Source: an optimization exercise on an open RTL-to-GDS flow (aim: small area). Production flows keep margins and buffers that such runs may drop. Function was checked by simulation only, so behaviour that the tests miss may differ from the original. Power and IR drop assume default switching activity.

--- flow/design.v ---
module i2c_master(clk, rst, newd, op, addr, stretch, stretching, data_bit, dout, busy, done,
	ack_err, sda, scl, state_o, bit_count_o, add_o, bit_end_o);
input clk, rst, op, newd, stretch;
input [6:0] addr;
input stretching;	 
input data_bit;		 
output [7:0] dout;
output busy;
output reg done, ack_err;
output reg sda, scl;	 
output [3:0] state_o, bit_count_o;
output [7:0] add_o;
output bit_end_o;
localparam IDLE = 4'd0, START = 4'd1, WRITE_ADD = 4'd2, ACK_1 = 4'd3, WRITE_DATA = 4'd4,
	ACK_2 = 4'd5, STOP = 4'd6, MASTER_NACK = 4'd7, READ_DATA = 4'd8;
localparam [3:0] C_IDLE = 4'b0000, C_START = 4'b?001, C_WRITE_ADD = 4'b?010, C_ACK_1 = 4'b?011,
	C_WRITE_DATA = 4'b?100, C_ACK_2 = 4'b?101, C_STOP = 4'b?110, C_MASTER_NACK = 4'b?111,
	C_READ_DATA = 4'b1???;
reg [3:0] state;
localparam [6:0] SUB0 = 7'b0011010;
reg [1:0] pulse;
reg [6:0] sub;
wire sub_end = ({sub[5:3], sub[1:0]} == 5'b00101);
wire bit_end = sub_end && (pulse == 2'd3);
wire at_phase_start = (sub[5:1] == 5'b01101);
always @(posedge clk) begin
	if(rst)
		pulse <= 0;
	else if(sub_end)
		pulse <= pulse + 1'b1;
	if(rst || state == IDLE || sub_end)
		sub <= SUB0;
	else
		sub <= {sub[5:0], sub[6] ^ sub[5]};
end
reg [7:0] rx_data;
reg [7:0] add;
reg [3:0] bit_count;
wire bit8 = bit_count[3];
wire add_bit = add[~bit_count[2:0]];
reg last_bit;
always @(posedge clk)
	if(state == IDLE)
		add <= {addr,op};
always @(posedge clk) begin
	if(rst) begin
		state <= IDLE;
		bit_count <= 0;
		done <= 0;
		ack_err <= 0;
		rx_data <= 0;
		last_bit <= 0;
		sda <= 1;
		scl <= 0;
	end
	else begin
		done <= (state[2:0] == 3'b110) && bit_end;
		casez(state)
			C_READ_DATA: begin
				if(~bit8) begin
					if(pulse != 2'd0)
						sda <= data_bit;
					if(pulse == 2'd1 && at_phase_start)
						last_bit <= data_bit;
					if(pulse == 2'd2 && at_phase_start)
						rx_data <= {rx_data[6:0], sda};
					scl <= pulse[1] && !bit_end;
					if(bit_end)
						bit_count <= bit_count + 1'b1;
				end
				else begin
					sda <= 0;
					scl <= 0;
					bit_count <= 0;
					state <= MASTER_NACK;
				end
			end
			C_IDLE: begin
				sda <= 1;
				scl <= 0;
				if(newd)
					state <= START;
			end
			C_START: begin
				sda <= ~pulse[1];
				scl <= ~bit_end;
				if(bit_end)
					state <= WRITE_ADD;
			end
			C_WRITE_ADD: begin
				if(~bit8) begin
					sda <= (pulse != 2'd0) && add_bit;
					scl <= pulse[1] && !bit_end;
					if(bit_end)
						bit_count <= bit_count + 1'b1;
				end
				else begin
					sda <= stretch | last_bit;
					scl <= 0;
					bit_count <= 0;
					state <= ACK_1;
				end
			end
			C_ACK_1: begin
				if(stretching) begin
					sda <= !(bit_end && !stretch) | last_bit;
					scl <= 0;
				end
				else begin
					sda <= 0;
					scl <= (pulse == 2'd0) || (pulse[1] && !bit_end);
					if(bit_end)
						state <= add[0] ? READ_DATA : WRITE_DATA;
				end
			end
			C_WRITE_DATA: begin
				if(~bit8) begin
					sda <= (pulse != 2'd0) && data_bit;
					scl <= pulse[1] && !bit_end;
					if(bit_end)
						bit_count <= bit_count + 1'b1;
				end
				else begin
					sda <= 0;
					scl <= 0;
					bit_count <= 0;
					state <= ACK_2;
				end
			end
			C_ACK_2: begin
				sda <= 0;
				scl <= pulse[1];
				last_bit <= 0;
				if(bit_end)
					state <= STOP;
			end
			C_MASTER_NACK: begin
				sda <= ~bit_end;
				scl <= pulse[1];
				if(bit_end) begin
					state <= STOP;
					ack_err <= 1;
				end
			end
			C_STOP: begin
				sda <= pulse[1];
				scl <= ~bit_end;
				if(bit_end)
					state <= IDLE;
			end
			default: ;
		endcase
	end
end
assign dout = rx_data;
assign busy = (state != IDLE);
assign state_o = state;
assign bit_count_o = bit_count;
assign add_o = add;
assign bit_end_o = bit_end;
endmodule
module i2c_Slave(clk, rst, stretch, din, mstate, bit_count, add, bit_end,
	stretching, data_bit);
input clk, rst, stretch;
input [7:0] din;
input [3:0] mstate;
input [3:0] bit_count;
input [7:0] add;
input bit_end;
output reg stretching;
output data_bit;
localparam IDLE = 4'd0, START = 4'd1, WRITE_ADD = 4'd2, ACK_1 = 4'd3, WRITE_DATA = 4'd4,
	ACK_2 = 4'd5, STOP = 4'd6, MASTER_NACK = 4'd7, READ_DATA = 4'd8;
always@(posedge clk)
	if((mstate[2:0] == 3'b010 && bit_count[3]) || (mstate[2:0] == 3'b011 && bit_end))
		stretching <= stretch;
reg [6:0] pos;
reg scrub;
reg [127:0] ring [0:7];
wire hit = (pos == add[7:1]);
wire wr = hit && (mstate[2:0] == 3'b101);	 
wire [7:0] init = {1'b0, pos};
reg [7:0] data;
integer b;
always@(posedge clk) begin
	if(rst) begin
		pos <= 0;
		scrub <= 1;
	end
	else begin
		pos <= {pos[5:0], pos[6] ^ pos[5] ^ (pos[5:0] == 6'd0)};
		if(pos == 7'd64) scrub <= 0;
	end
	for(b = 0; b < 8; b = b + 1)
		ring[b] <= {scrub ? init[b] : wr ? data[b] : ring[b][0], ring[b][127:1]};
end
always@(posedge clk)
	if(mstate == IDLE)
		data <= din;
	else if(hit && add[0])
		for(b = 0; b < 8; b = b + 1)
			data[b] <= ring[b][0];
assign data_bit = data[~bit_count[2:0]];
endmodule
`timescale 1ns / 1ps
module i2c_top(
input clk, rst, newd, op, stretch,
input [6:0] addr,
input [7:0] din,
output [7:0] dout,
output busy,ack_err,
output done,
output sda, scl
);
wire [3:0] state;
wire [3:0] bit_count;
wire [7:0] add;
wire bit_end, stretching, data_bit;
i2c_master master (.clk(clk), .rst(rst), .newd(newd), .op(op), .addr(addr), .stretch(stretch),
	.stretching(stretching), .data_bit(data_bit), .dout(dout), .busy(busy), .done(done),
	.ack_err(ack_err), .sda(sda), .scl(scl), .state_o(state), .bit_count_o(bit_count),
	.add_o(add), .bit_end_o(bit_end));
i2c_Slave slave (.clk(clk), .rst(rst), .stretch(stretch), .din(din),
	.mstate(state), .bit_count(bit_count), .add(add), .bit_end(bit_end),
	.stretching(stretching), .data_bit(data_bit));
endmodule
--- flow/flow/run.sh ---
#!/bin/bash
# The standard ORFS layout with three changes:
#  - synthesis maps logic with an area-oriented ABC script (flow/area.abc);
#  - a lighter clock tree: small buffers, no dummy loads;
#  - the smallest buffer on the ports.
set -uo pipefail
HERE=$(pwd)
export AREA_ABC_SCRIPT=$HERE/flow/area.abc
export CTS_ARGS="-sink_clustering_enable -repair_clock_nets -dont_use_dummy_load -buf_list sky130_fd_sc_hd__clkbuf_4 -sink_clustering_size 12 -sink_clustering_max_diameter 40"
export BUFFER_PORTS_ARGS="-buffer_cell sky130_fd_sc_hd__buf_1"
cat flow/synth_abc.tcl synth_recipe.tcl > area_synth.tcl
sed "s#SYNTH_SCRIPT=[^ ]*#SYNTH_SCRIPT=$HERE/area_synth.tcl#" standard.sh > area_standard.sh
bash area_standard.sh > standard.log 2>&1
--- flow/flow/area.abc ---
strash
&get -n
&deepsyn -T 60
&put
dch -f
amap
topo
--- flow/flow/synth_abc.tcl ---
# Run ORFS's abc step with an area-oriented script (flow/area.abc) in place
# of ORFS's own; everything else in the standard flow's synthesis stays as it is.
proc abc {args} {
  set i [lsearch -exact $args -script]
  if { $i >= 0 } { set args [lreplace $args $i [expr {$i + 1}] -script $::env(AREA_ABC_SCRIPT)] }
  yosys abc {*}$args
}
--- flow/standard.sh ---
#!/bin/bash
# synth_recipe.tcl (not shown) runs the flow's synth.tcl, then flattens the netlist and writes it again
# the make line also repeats each setting of config.mk as NAME=value (left out here)
make -C /OpenROAD-flow-scripts/flow DESIGN_CONFIG=/design/flow/config.mk WORK_HOME=/design/flow/orfs CLKGATE_MAP_FILE= SYNTH_SCRIPT=/design/flow/synth_recipe.tcl "${@:-finish}"
--- flow/config.mk ---
export PLATFORM = sky130hd
export DESIGN_NAME = i2c_top
export DESIGN_NICKNAME = i2c_top
export VERILOG_FILES = /design/flow/design.v
export SDC_FILE = /design/flow/constraint.sdc
export NUM_CORES = 4
export LEC_CHECK = 0
export ABC_AREA = 1
export CAP_MARGIN = 20
export CORE_MARGIN = 2
export CORE_UTILIZATION = 50
export PLACE_DENSITY = 0.7
export SLEW_MARGIN = 20
--- flow/constraint.sdc ---
create_clock -name core_clock -period 10.0 [get_ports {clk}]
set_input_delay 2.0000 -clock core_clock [delete_from_list [all_inputs] [get_ports {clk}]]
set_output_delay 2.0000 -clock core_clock [all_outputs]
set_load 0.01 [all_outputs]
==> results.py, run 1 <==
metrics = {
    "outcome": {
        "status": "complete, no violations",
    },
    "setup_path": {
        "crit_start": "master.state[2]",
        "path_class": "flop to primary output",
        "critPathMaxStageDelay_ns": 0.37,
        "r2r_slack_ns": 7.52,
        "cp_max_fo": 16,
        "cp_common_cell": "clkinv_1",
        "worstPathCellList": "clkinv_1 > nand2_1 > nor2_1 > clkinv_1 > nor2_1 > buf_4 > clkinv_1 > buf_1",
        "r2r-start": "master.state[2]",
        "endpoint_kind": "primary output",
        "cp.required_ns": 8.00,
        "crit_slowest_cell": "dfxtp_1",
        "critPathArrivalTime_ns": 2.33,
        "worstSetupStartpointType": "flop",
    },
    "drt": {
        "vias": 8531,
        "routed_wl_um": 25700,
        "vias_per_cell": 4.18,
        "dr.first_iter.drc_count": 420,
        "postRouteAntennaNets": 0,
        "firstDrtPassIters": 4,
        "route.detailed.drc": 0,
        "wl_per_cell_um": 12.6,
    },
    "place": {
        "placement.io_buffers": 32,
        "gp_congestion": 0.798,
        "dp.cells": 1934,
        "dpl.hpwl_um": 13500,
        "place_ws_ns": 5.97,
    },
    "timing": {
        "fin_skew_ns": 0.0648,
        "fin_ws_ns": 5.67,
        "tightest_slew_ns": 0.960,
        "rsz0062_at_grt": "no",
        "relSlewSlack_pct": 35.4,
        "timing.fmax_mhz": 231,
        "setup_viol": 0,
        "setup-tns-final_ns": 0,
        "fin_crit_sh_pct": 43.3,
        "post-route-min-period_ns": 4.33,
        "hold_viol": 0,
        "drv_slew": 0,
    },
    "power": {
        "internal_power_w": 0.00489,
        "seq_power_share_pct": 72.7,
        "switchingPower_w": 0.00118,
        "p_per_area_nw_per_um2": 246,
        "swShare_pct": 19.4,
        "p_clk_share_pct": 26.7,
        "peakVddDrop_v": 0.000154,
        "total_leakage_power_nw": 9.67,
        "pwr-share-comb_pct": 0.5,
    },
    "grt": {
        "grt_pass1_wl_um": 43400,
        "met1_usage_pct": 17.4,
        "antenna_found_initial": 1,
        "grtUsageMet2_pct": 14.4,
        "grt_use_met3_pct": 3.65,
        "overflow": 0,
        "grt_use_total_pct": 11.4,
        "grt_pass1_vias": 8682,
        "grt_busiest_layer": "met1",
        "grt_max_degree": 19,
    },
    "clock_tree": {
        "cts_sinks": 1079,
        "cts_buffers": 106,
        "cts.clk_slew.worst_paths_ns": 0.11,
        "cts_buffer_depth": 3,
        "post_cts_buffers": 0,
        "insertion_delay_ns": 0.83,
        "cts-hold-fix-buffers": 0,
        "cts_root_buf": "clkbuf_4",
        "cts-htree-levels": 3,
        "ctsResizeCount": 0,
        "cts_tree": "built",
    },
    "die": {
        "core_area_um2": 45300,
        "die-height_um": 218,
        "start_util_pct": 50.6,
        "fp.dieW_um": 218,
        "fp.dieArea_um2": 47600,
        "rows": 78,
        "num_io_pins": 33,
    },
    "yosys": {
        "synth-edff-count": 17,
        "ys_seq_elements": 1079,
        "synth_ff_type": "dfxtp_1",
        "yosys-top-cells-count": "dfxtp_1 (1062), nor2_1 (54), clkinv_1 (43)",
        "synth_nets": 1324,
        "yosys.area.top_type": "dfxtp_1",
        "netlist_instances": 1299,
        "ys_async_sr_fraction_pct": 0,
        "avgSynthCellArea_um2": 17.6,
        "netlist.area_leader.share_pct": 92.7,
        "synth_area_um2": 22900,
        "synth_area_leaders": "dfxtp_1 (93%), edfxtp_1 (2.2%), nor2_1 (0.88%), clkinv_1 (0.70%), o22ai_1 (0.38%)",
        "yosysUniqueCellTypes": 33,
        "ys_seq_area_share_pct": 95.0,
        "yosysWarnings": 11,
        "synth.most_common_cell": "dfxtp_1",
    },
    "cells_and_area": {
        "nFillCells": 3565,
        "layout.nets": 1467,
        "areaGrowthSynthToFinish_pct": 7.38,
        "drive_gt1_share_pct": 7.57,
        "stdcell_count": 2041,
    },
    "job": {
        "cap_viol_max_count": 0,
    },
    "worst_hold_path": {
        "min-delay-start": "slave.ring[2][41]",
        "min_path_type": "flop to flop",
    },
}
[worst max-delay path: cells and delay by family, from the launching register on]
family | cells | cell delay, ns
buffers and inverters | 5 | 0.82
DFF | 1 | 0.37
and+or+nand+nor | 3 | 0.37
[final timing paths]
path | endpoint | cells past startpoint
worst min-delay path | slave.ring[2][40] | 0
worst max-delay path | busy | 8
worst min register to register | slave.ring[2][40] | 0
worst max register to register | slave.data[2] | 9
[stage by stage]
| stage | hold WS, ns | cell area [um2] | power, W | utilization (%) |
|---|---|---|---|---|
| 2_1_floorplan | 0.310 | 22900 | 0.00452 | - |
| 3_3_place_gp | 0.310 | 23800 | 0.00454 | 52.6 |
| 3_5_place_dp | 0.312 | 23800 | 0.00454 | 52.6 |
| 4_1_cts | 0.249 | 24600 | 0.00616 | 54.4 |
| 5_1_grt | 0.256 | 24600 | 0.00633 | 54.4 |
| 6_report | 0.254 | 24600 | 0.00606 | 54.4 |
[metal layers]
| metal | up-vias | part of all wire (%) |
|---|---|---|
| met2 | 141 | 37 |
| met3 | 65 | 4.7 |
| li1 | 4385 | - |
| met5 | - | 0 |
| met4 | 0 | 2.9 |
| met1 | 3940 | 55 |
[flip-flops by register name, summed over array words and instances (netlist names), 4 cells and up]
name and count:
master.state 4, master.bit_count 4, slave.ring 1024, slave.pos 7, slave.data 8, master.rx_data 8
master.sub 7, master.add 8
[power groups by stage]
| stage | Clock (W) | Combinational, W | Sequential, W |
|---|---|---|---|
| after floorplan | 0 | 0.0000190 | 0.00450 |
| after global routing | 0.00188 | 0.0000367 | 0.00442 |
| after CTS | 0.00171 | 0.0000330 | 0.00441 |
| after detailed placement | 0 | 0.0000327 | 0.00451 |
| after global placement | 0 | 0.0000327 | 0.00451 |
| final | 0.00162 | 0.0000329 | 0.00441 |
[cell usage in the layout, fill, tap and decap left out, drive strengths merged, types with 8 or more instances in the layout]
cell type	instances
dfxtp	1062
edfxtp	17
a21oi	13
nand2	15
nor2	54
buf	35
clkinv	43
o22ai	14
nor3	9
a211oi	9
clkbuf	106
o21ai	8
[area by class of cell]
class | count | area (um2) | area share, %
diodes | 1 | 2.50 | 0.0102
clock buffers | 106 | 796 | 3.23
inverters | 43 | 161 | 0.656
multi-input cells | 177 | 992 | 4.03
flip-flops and latches | 1079 | 21800 | 88.4
well taps | 600 | 751 | 3.05
repair buffers | 35 | 143 | 0.579
[cells by family after synthesis]
| group | synth area share, % |
|---|---|
| DFF | 95.0 |
| AOI/OAI and AO/OA | 2.18 |
| adders and majority gates | 0.273 |
| and+or+nand+nor | 1.87 |
| buffers and inverters | 0.704 |
==> inputs of run 2 (changes only) <==
--- a/flow/config.mk
+++ b/flow/config.mk
@@ -9,5 +9,4 @@
 export CAP_MARGIN = 20
 export CORE_MARGIN = 2
-export CORE_UTILIZATION = 50
-export PLACE_DENSITY = 0.7
+export CORE_UTILIZATION = 40
 export SLEW_MARGIN = 20
==> run 2 against run 1 <==
  * Highest routed layer unchanged
  * Area after synthesis stayed put
  * Register-to-register slack worse by 0.15 ns
  * Wire length is 0.83% higher
  * Clock skew is 0.0049 ns higher
  * Sequential share of layout area is 0.67 points lower
  * Die area is 25% higher
  * Clock-buffer cell count is 1 lower
  * Cell count is 7.6% higher
  * Critical endpoint unchanged
  * Critical path depth is 1 lower
  * Power hardly changed
==> results.py, run 2 <==
metrics = {
    "die": {
        "start_util_pct": 40.6,
        "core_area_um2": 56500,
        "fp.dieArea_um2": 59200,
        "rows": 87,
        "die-height_um": 243,
        "fp.dieW_um": 243,
        "num_io_pins": 33,
    },
    "setup_path": {
        "r2r-start": "master.add[2]",
        "worstSetupStartpointType": "flop",
        "cp.required_ns": 8.00,
        "critPathArrivalTime_ns": 2.60,
        "ff2ff_path_depth": 7,
        "endpoint_kind": "primary output",
        "crit_path_end": "busy",
        "cp_max_fo": 16,
        "crit_start": "master.state[2]",
        "r2r_slack_ns": 7.37,
        "path_class": "flop to primary output",
        "r2r-end": "slave.ring[0][127]",
    },
    "power": {
        "p_per_area_nw_per_um2": 244,
        "peakVddDrop_v": 0.000140,
        "total_leakage_power_nw": 9.67,
    },
    "cells_and_area": {
        "multi_input_area_um2": 992,
        "largest_reg_flops": 1024,
        "areaGrowthSynthToFinish_pct": 8.20,
        "mostFrequentLayoutCells": "dfxtp_1 (1062), clkbuf_4 (105), nor2_1 (54), clkinv_1 (43), buf_1 (32)",
        "drive_gt1_share_pct": 7.51,
        "seq_area_um2": 21800,
        "largest-register": "slave.ring",
        "layout_commonest_cell": "dfxtp_1",
        "stdcell_count": 2196,
        "nFillCells": 4986,
        "layout.nets": 1466,
    },
    "grt": {
        "overflow": 0,
        "grt_pass1_wl_um": 43800,
        "grt_pass1_vias": 8717,
        "grt_use_total_pct": 9.13,
        "grt_max_degree": 19,
        "antenna_found_initial": 1,
    },
    "timing": {
        "fin_crit_sh_pct": 46.0,
        "post-route-min-period_ns": 4.60,
        "tightest_slew_ns": 0.844,
        "fin_skew_ns": 0.0696,
        "setup_viol": 0,
        "hold_viol": 0,
        "drv_slew": 0,
        "rsz0062_at_grt": "no",
        "relSlewSlack_pct": 43.1,
        "setup-tns-final_ns": 0,
        "timing.fmax_mhz": 217,
        "hold-worst-slack_ns": 0.251,
    },
    "place": {
        "dp.cells": 2090,
        "gp_congestion": 0.770,
        "placement.io_buffers": 32,
        "dpl.hpwl_um": 13700,
    },
    "outcome": {
        "status": "complete, no violations",
    },
    "drt": {
        "wl_per_cell_um": 11.8,
        "vias": 8674,
        "routed_wl_um": 25900,
        "dr.first_iter.drc_count": 410,
        "route.detailed.drc": 0,
        "firstDrtPassIters": 4,
        "postRouteAntennaNets": 0,
        "vias_per_cell": 3.95,
    },
    "yosys": {
        "ys_async_sr_fraction_pct": 0,
        "synth.most_common_cell": "dfxtp_1",
        "ys_seq_elements": 1079,
        "netlist.area_leader.share_pct": 92.7,
        "yosys.area.top_type": "dfxtp_1",
        "yosys-top-cells-count": "dfxtp_1 (1062), nor2_1 (54), clkinv_1 (43)",
        "synth_area_um2": 22900,
        "synth_area_leaders": "dfxtp_1 (93%), edfxtp_1 (2.2%), nor2_1 (0.88%), clkinv_1 (0.70%), o22ai_1 (0.38%)",
        "ys_seq_area_share_pct": 95.0,
        "avgSynthCellArea_um2": 17.6,
        "yosysWarnings": 11,
        "synth_ff_type": "dfxtp_1",
        "netlist_instances": 1299,
        "synth_nets": 1324,
        "yosysUniqueCellTypes": 33,
        "synth-edff-count": 17,
    },
    "clock_tree": {
        "cts_sinks": 1079,
        "cts.clk_slew.worst_paths_ns": 0.12,
        "cts-htree-levels": 3,
        "cts_root_buf": "clkbuf_4",
        "cts_buffer_depth": 3,
        "cts-hold-fix-buffers": 0,
        "ctsResizeCount": 0,
        "insertion_delay_ns": 0.82,
        "cts_buffers": 105,
        "post_cts_buffers": 0,
        "cts_tree": "built",
    },
    "job": {
        "cap_viol_max_count": 0,
    },
    "worst_hold_path": {
        "min_path_type": "flop to flop",
        "min-delay-start": "slave.ring[3][16]",
    },
}
-- run 2: cell counts after synthesis --
No cell type changed its count.
-- run 2: how the worst min path moves through the flow --
stage,end,slack [ns],cells after the start
finish,slave.ring[3][15],0.25,0
global route,slave.ring[3][11],0.25,0
CTS,slave.ring[3][15],0.24,0
detailed placement,slave.ring[0][29],0.31,0
global placement,slave.ring[7][113],0.31,0
floorplan,slave.ring[0][0],0.31,0
-- run 2: final cells by class --
cell class	count	share of cell area [%]
sequential	1079	87.8
clock buffer	105	3.18
multi-input combinational	177	4.00
timing repair buffer	35	0.575
antenna	1	0.0101
inverter	43	0.651
tap	756	3.81
-- run 2: cells by family (layout without fill, tap and decap cells) --
logic type               after synthesis  after routing  share of synthesized area, %
AO/OA/AOI/OAI                         73             73                          2.18
buffers and inverters                 43            183                         0.704
AND/OR/NAND/NOR                       99             99                          1.87
flip-flops                          1079           1079                          95.0
adder cells (fa/ha/maj)                5              5                         0.273
other                                  0              1                             0
-- run 2: critical path, cell delays in order, from the launching register on --
cell,delay (ns)
dfxtp_1,0.39
clkinv_1,0.13
nand2_1,0.07
nor2_1,0.18
clkinv_1,0.16
nor2_1,0.15
clkinv_1,0.45
buf_1,0.27
-- run 2: power breakdown --
group	total (W)	switching, W	internal, W
logic	0.0000343	0.0000224	0.0000120
clock network	0.00162	0.00113	0.000483
registers	0.00441	0.0000229	0.00439
-- run 2: metrics by stage --
stage               instance area [um2]  utilization, %  total power (W)  worst slack [ns]
floorplan                         22900               -          0.00452              6.08
global placement                  24000            42.5          0.00454              6.26
detailed placement                24000            42.5          0.00454              6.26
CTS                               24800            43.9          0.00617              5.28
global route                      24800            43.9          0.00635              5.10
finish                            24800            43.9          0.00606              5.40
-- run 2: routing by layer --
layer  GRT usage [%]  vias up  part of all wire (%)
met5               0        -                     0
met1            13.8     4052                    55
met2            11.2      141                    37
li1                -     4399                     -
met4            5.18        0                   4.1
met3            2.92       82                   4.7
==> inputs of run 3 (changes only) <==
--- a/flow/flow/run.sh
+++ b/flow/flow/run.sh
@@ -7,5 +7,5 @@
 HERE=$(pwd)
 export AREA_ABC_SCRIPT=$HERE/flow/area.abc
-export CTS_ARGS="-sink_clustering_enable -repair_clock_nets -dont_use_dummy_load -buf_list sky130_fd_sc_hd__clkbuf_4 -sink_clustering_size 12 -sink_clustering_max_diameter 40"
+export CTS_ARGS="-sink_clustering_enable -repair_clock_nets -dont_use_dummy_load -buf_list sky130_fd_sc_hd__clkbuf_4 -sink_clustering_size 12 -sink_clustering_max_diameter 40 -balance_levels"
 export BUFFER_PORTS_ARGS="-buffer_cell sky130_fd_sc_hd__buf_1"
 cat flow/synth_abc.tcl synth_recipe.tcl > area_synth.tcl
==> run 3 against run 2 <==
  * Synthesized cell count unchanged
  * Maximum frequency up 10%
  * Via count up 0.29%
  * Non-clock buffer count down 2
  * Core utilization up 0.051 points
  * Highest routed layer unchanged
==> results.py, run 3 <==
metrics = {
    "yosys": {
        "synth-edff-count": 17,
        "synth.area.mux_share_pct": 0,
        "synth_xor_area_share_pct": 0,
        "synth.most_common_cell": "dfxtp_1",
        "ys_async_sr_fraction_pct": 0,
        "synth_top_family_by_area": "compound AO/OA/AOI/OAI gates",
        "avgSynthCellArea_um2": 17.7,
        "synth_nets": 1324,
        "ys_seq_area_share_pct": 95.0,
        "yosys-top-cells-count": "dfxtp_1 (1062), clkinv_1 (52), nor2_1 (41)",
        "yosys.area_share.simple_pct": 1.78,
        "netlist.area_leader.share_pct": 92.7,
        "ys_seq_elements": 1079,
        "yosys.area.top_type": "dfxtp_1",
        "synth_compound_area_share_pct": 2.14,
        "synth_area_leaders": "dfxtp_1 (93%), edfxtp_1 (2.2%), clkinv_1 (0.85%), nor2_1 (0.67%), o221ai_1 (0.34%)",
        "yosysWarnings": 11,
        "yosysUniqueCellTypes": 35,
        "synth_area_um2": 22900,
        "synth_ff_type": "dfxtp_1",
        "netlist_instances": 1299,
        "synthAdderAreaFrac_pct": 0.273,
    },
    "grt": {
        "grt_pass1_vias": 8900,
        "grt_use_total_pct": 9.47,
        "grt_max_degree": 21,
        "overflow": 0,
        "antenna_found_initial": 2,
        "grt_pass1_wl_um": 44800,
    },
    "timing": {
        "drv_slew": 0,
        "fin_ws_ns": 5.82,
        "timing.fmax_mhz": 239,
        "relSlewSlack_pct": 32.6,
        "hold_viol": 0,
        "fin_skew_ns": 0.0829,
        "tightest_slew_ns": 0.997,
        "setup_viol": 0,
        "rsz0062_at_grt": "no",
        "post-route-min-period_ns": 4.18,
        "setup-tns-final_ns": 0,
        "fin_crit_sh_pct": 41.8,
    },
    "place": {
        "placement.io_buffers": 32,
        "dpl.hpwl_um": 14500,
        "post_dp_cell_area_um2": 24000,
        "gp_congestion": 0.749,
        "place_ws_ns": 6.67,
    },
    "clock_tree": {
        "insertion_delay_ns": 0.84,
        "cts_sinks": 1079,
        "ctsResizeCount": 0,
        "post_cts_buffers": 0,
        "cts.clk_slew.worst_paths_ns": 0.11,
        "cts_root_buf": "clkbuf_4",
        "cts_buffers": 109,
        "cts_buffer_depth": 3,
        "cts-hold-fix-buffers": 0,
        "cts-htree-levels": 3,
        "cts_tree": "built",
    },
    "drt": {
        "firstDrtPassIters": 6,
        "wl_per_cell_um": 12.1,
        "route.detailed.drc": 0,
        "vias_per_cell": 3.95,
        "routed_wl_um": 26600,
        "vias": 8699,
        "postRouteAntennaNets": 0,
        "dr.first_iter.drc_count": 337,
    },
    "cells_and_area": {
        "layout_commonest_cell": "dfxtp_1",
        "drive_gt1_share_pct": 7.63,
        "layout.nets": 1468,
        "areaGrowthSynthToFinish_pct": 8.31,
        "largest_reg_flops": 1024,
        "largest-register": "slave.ring",
        "fin_area_um2": 24800,
        "mostFrequentLayoutCells": "dfxtp_1 (1062), clkbuf_4 (109), clkinv_1 (52), nor2_1 (41), buf_1 (32)",
    },
    "setup_path": {
        "endpoint_kind": "primary output",
        "path_class": "flop to primary output",
        "crit_slowest_cell": "nand2_1",
        "crit_family": "simple AND/OR/NAND/NOR gates",
        "cp.required_ns": 8.00,
        "worstSetupStartpointType": "flop",
        "r2r_slack_ns": 7.09,
        "path_buf_inv": 1,
        "critPathMaxStageDelay_ns": 0.42,
        "critPathArrivalTime_ns": 2.18,
        "worstPathCellList": "nor3_1 > nand2_1 > buf_1",
        "cp_max_fo": 18,
    },
    "job": {
        "cap_viol_max_count": 0,
    },
    "die": {
        "rows": 87,
        "start_util_pct": 40.6,
        "fp.dieW_um": 243,
        "die-height_um": 243,
        "core_area_um2": 56500,
        "num_io_pins": 33,
        "fp.dieArea_um2": 59300,
    },
    "power": {
        "peakVddDrop_v": 0.000119,
        "internal_power_w": 0.00490,
        "p_clk_share_pct": 27.0,
        "pwr-share-comb_pct": 0.6,
        "p_per_area_nw_per_um2": 245,
        "total_leakage_power_nw": 9.64,
        "switchingPower_w": 0.00119,
        "seq_power_share_pct": 72.4,
        "swShare_pct": 19.6,
    },
    "worst_hold_path": {
        "min_path_type": "flop to flop",
    },
    "outcome": {
        "status": "complete, no violations",
    },
}
==> run 3: cell types whose count changed after synthesis, moves of 5 or more <==
cell / change
nand2_1: +5
clkinv_1: +9
nor2_1: -13
o22a_1: -6
o221ai_1: +7
a211oi_1: -7
==> run 3: layer usage <==
| metal | global-route usage (%) | vias to the layer above | share of wire [%] |
|---|---|---|---|
| met3 | 3.51 | 94 | 5.8 |
| met5 | 0 | - | 0 |
| li1 | - | 4393 | - |
| met1 | 13.8 | 4047 | 53 |
| met2 | 12.0 | 165 | 37 |
| met4 | 5.09 | 0 | 3.9 |
==> run 3: worst reg2reg max path, cell delays in order (launching register included) <==
cell	delay, ns
dfxtp_1	0.48
clkinv_1	0.15
nand2_1	0.48
clkinv_1	0.69
nor2_1	0.39
clkinv_1	0.20
or3_1	0.36
==> run 3: power by group through the flow <==
stage               logic [W]  clock network, W  registers, W
floorplan           0.0000198                 0       0.00450
global placement    0.0000351                 0       0.00451
detailed placement  0.0000347                 0       0.00451
CTS                 0.0000349           0.00176       0.00441
global route        0.0000393           0.00193       0.00442
finish              0.0000344           0.00165       0.00441
==> run 3: final cells by class <==
class | instances | area [um2]
Tap cell | 756 | 946
Fill cell | 4903 | 31700
Sequential cell | 1079 | 21800
Timing Repair Buffer | 33 | 128
Clock buffer | 109 | 818
Antenna cell | 5 | 12.5
Multi-Input combinational cell | 168 | 962
Inverter | 52 | 195
==> run 3: path summary, 6_finish.rpt <==
check | cells after the start | to | startpoint
min | 0 | slave.ring[0][121] | slave.ring[0][122]
max reg2reg | 6 | master.sub[3] | master.state[1]
min reg2reg | 0 | slave.ring[0][121] | slave.ring[0][122]
max | 3 | busy | master.state[2]
==> run 3: metrics by stage <==
stage	util, %	hold WS [ns]	power [W]	cells
floorplan	-	0.310	0.00452	1299
global placement	42.5	0.310	0.00455	2088
detailed placement	42.5	0.312	0.00455	2088
CTS	43.9	0.261	0.00621	2197
global route	43.9	0.256	0.00639	2199
finish	44.0	0.263	0.00609	2202
==> run 3: logic make-up after synthesis <==
kind of cell | count (synthesis)
AO/OA/AOI/OAI | 70
adder cells (fa/ha/maj) | 5
AND/OR/NAND/NOR | 93
buffers and inverters | 52
flip-flops | 1079
==> inputs of run 4 (changes only) <==
--- a/flow/flow/run.sh
+++ b/flow/flow/run.sh
@@ -7,5 +7,5 @@
 HERE=$(pwd)
 export AREA_ABC_SCRIPT=$HERE/flow/area.abc
-export CTS_ARGS="-sink_clustering_enable -repair_clock_nets -dont_use_dummy_load -buf_list sky130_fd_sc_hd__clkbuf_4 -sink_clustering_size 12 -sink_clustering_max_diameter 40 -balance_levels"
+export CTS_ARGS="-sink_clustering_enable -repair_clock_nets -dont_use_dummy_load -buf_list sky130_fd_sc_hd__clkbuf_4 -sink_clustering_size 12 -sink_clustering_max_diameter 40 -sink_clustering_levels 2"
 export BUFFER_PORTS_ARGS="-buffer_cell sky130_fd_sc_hd__buf_1"
 cat flow/synth_abc.tcl synth_recipe.tcl > area_synth.tcl
==> run 4 against run 3 <==
  * Clock power is essentially flat
  * Still clean
  * Clock-buffer cell count is the same
  * Synthesized cell count is the same
  * Wire length is the same
  * Register-to-register slack is essentially flat
  * Sequential share of layout area is the same
  * Largest cell class unchanged
  * Critical path type unchanged
  * First-iteration DRC count is the same
  * Clock skew is the same
==> results.py, run 4 <==
metrics = {
    "outcome": {
        "status": "complete, no violations",
    },
    "timing": {
        "tightest_slew_ns": 0.997,
        "setup_viol": 0,
        "timing.fmax_mhz": 239,
        "relSlewSlack_pct": 32.6,
        "drv_slew": 0,
        "hold-worst-slack_ns": 0.263,
        "fin_crit_sh_pct": 41.8,
        "hold_viol": 0,
        "setup-tns-final_ns": 0,
        "fin_skew_ns": 0.0829,
        "post-route-min-period_ns": 4.18,
        "rsz0062_at_grt": "no",
    },
    "yosys": {
        "synth_area_um2": 22900,
        "netlist_instances": 1299,
        "synth.most_common_cell": "dfxtp_1",
        "ys_seq_area_share_pct": 95.0,
        "ys_seq_elements": 1079,
        "ys_async_sr_fraction_pct": 0,
        "synth_nets": 1324,
        "netlist.area_leader.share_pct": 92.7,
        "yosysUniqueCellTypes": 35,
        "synth-edff-count": 17,
        "yosys-top-cells-count": "dfxtp_1 (1062), clkinv_1 (52), nor2_1 (41)",
        "synth_area_leaders": "dfxtp_1 (93%), edfxtp_1 (2.2%), clkinv_1 (0.85%), nor2_1 (0.67%), o221ai_1 (0.34%)",
        "synth_ff_type": "dfxtp_1",
        "avgSynthCellArea_um2": 17.7,
        "yosysWarnings": 11,
        "yosys.area.top_type": "dfxtp_1",
    },
    "setup_path": {
        "crit_cells": 3,
        "worstSetupStartpointType": "flop",
        "crit_family": "simple AND/OR/NAND/NOR gates",
        "ff2ff_path_depth": 6,
        "crit_slowest_cell": "nand2_1",
        "cp_max_fo": 18,
        "worstPathCellList": "nor3_1 > nand2_1 > buf_1",
        "path_class": "flop to primary output",
        "path_buf_inv": 1,
        "endpoint_kind": "primary output",
        "critPathArrivalTime_ns": 2.18,
        "cp.required_ns": 8.00,
        "critPathMaxStageDelay_ns": 0.42,
    },
    "cells_and_area": {
        "layout.nets": 1468,
        "drive_gt1_share_pct": 7.63,
        "mostFrequentLayoutCells": "dfxtp_1 (1062), clkbuf_4 (109), clkinv_1 (52), nor2_1 (41), buf_1 (32)",
        "areaGrowthSynthToFinish_pct": 8.31,
        "layout_commonest_cell": "dfxtp_1",
        "largest_reg_flops": 1024,
        "fin_area_um2": 24800,
        "largest-register": "slave.ring",
        "final_core_util_pct": 44.0,
    },
    "clock_tree": {
        "ctsResizeCount": 0,
        "insertion_delay_ns": 0.84,
        "cts.clk_slew.worst_paths_ns": 0.11,
        "cts-htree-levels": 3,
        "cts_root_buf": "clkbuf_4",
        "cts_tree": "built",
        "cts_buffers": 109,
        "cts-hold-fix-buffers": 0,
        "cts_sinks": 1079,
        "cts_buffer_depth": 3,
        "post_cts_buffers": 0,
    },
    "power": {
        "total_leakage_power_nw": 9.64,
        "peakVddDrop_v": 0.000119,
        "p_per_area_nw_per_um2": 245,
    },
    "drt": {
        "routed_wl_um": 26600,
        "postRouteAntennaNets": 0,
        "wl_per_cell_um": 12.1,
        "vias_per_cell": 3.95,
        "route.detailed.drc": 0,
        "firstDrtPassIters": 6,
        "dr.first_iter.drc_count": 337,
        "vias": 8699,
    },
    "die": {
        "fp.dieArea_um2": 59300,
        "num_io_pins": 33,
        "rows": 87,
        "fp.dieW_um": 243,
        "die-height_um": 243,
        "start_util_pct": 40.6,
        "core_area_um2": 56500,
    },
    "place": {
        "dpl.hpwl_um": 14500,
        "placement.io_buffers": 32,
        "gp_congestion": 0.749,
        "post_dp_cell_area_um2": 24000,
    },
    "grt": {
        "antenna_found_initial": 2,
        "grt_pass1_wl_um": 44800,
        "grt_max_degree": 21,
        "grt_use_total_pct": 9.47,
        "overflow": 0,
        "grt_pass1_vias": 8900,
    },
    "worst_hold_path": {
        "whs_path_depth": 0,
        "min_path_type": "flop to flop",
    },
    "job": {
        "cap_viol_max_count": 0,
    },
}
-- run 4: cell counts after synthesis --
Identical to the previous run, type by type.
-- run 4: kinds of logic after synthesis --
logic type	share of synthesized area, %
fa+ha+maj	0.273
buf+inv	0.851
flops	95.0
compound gates	2.14
simple gates	1.78
-- run 4: report_power, final --
group / switching (W) / internal (W)
combinational: 0.0000234 / 0.0000110
clock: 0.00115 / 0.000500
sequential: 0.0000234 / 0.00439
-- run 4: worst reg2reg max path, cell delays in order (launching register included) --
cell	delay (ns)
dfxtp_1	0.48
clkinv_1	0.15
nand2_1	0.48
clkinv_1	0.69
nor2_1	0.39
clkinv_1	0.20
or3_1	0.36
-- run 4: stage by stage --
stage | instances | power [W] | setup slack [ns]
global route | 2199 | 0.00639 | 5.59
CTS | 2197 | 0.00621 | 5.70
detailed placement | 2088 | 0.00455 | 6.67
finish | 2202 | 0.00609 | 5.82
floorplan | 1299 | 0.00452 | 7.11
global placement | 2088 | 0.00455 | 6.68
-- run 4: metal layers --
layer / vias to the layer above / global-route usage (%) / share of wire, % / wire, um
met2: 165 / 12.0 / 37 / 9910
li1: 4393 / - / - / -
met1: 4047 / 13.8 / 53 / 14100
met5: - / 0 / 0 / 0
met4: 0 / 5.09 / 3.9 / 1050
met3: 94 / 3.51 / 5.8 / 1540
-- run 4: final timing paths --
path	startpoint	slack, ns	to
worst max-delay path	master.state[2]	5.82	busy
worst min-delay path	slave.ring[0][122]	0.26	slave.ring[0][121]
worst max register to register	master.state[1]	7.09	master.sub[3]
worst min register to register	slave.ring[0][122]	0.26	slave.ring[0][121]
-- run 4: cell type report --
| class | count | area, um2 |
|---|---|---|
| diodes | 5 | 12.5 |
| clock buffers | 109 | 818 |
| fillers | 4903 | 31700 |
| inverters | 52 | 195 |
| multi-input cells | 168 | 962 |
| flip-flops and latches | 1079 | 21800 |
| well taps | 756 | 946 |
| repair buffers | 33 | 128 |

## re-timing with driven ports
In the flow no input, the clock included, has a driving cell. The finished layouts below were timed again as built, in two steps.
Step 1 sets driving cells, clkbuf_16 on the clock port and buf_2 on the other inputs (assumed; they add their load-dependent delay and slew).
Step 2 also shifts input and output timing later by t, the mid clock arrival at the registers, as if the neighbouring blocks saw the same clock.
Slacks: ideal ports / drivers / drivers and shift; pairs: ideal ports / drivers.
| run | t, ns | setup slack, ns | cell pins on the clock port's net |
|---|---|---|---|
| run 1 | 0.827 | 5.675 / 5.625 / 6.041 | 1 |
| run 2 | 0.834 | 5.395 / 5.351 / 6.184 | 1 |
| run 3 | 0.850 | 5.824 / 5.777 / 6.626 | 1 |
| run 4 | 0.850 | 5.824 / 5.777 / 6.626 | 1 |
After both steps setup and hold are still met in every run listed.
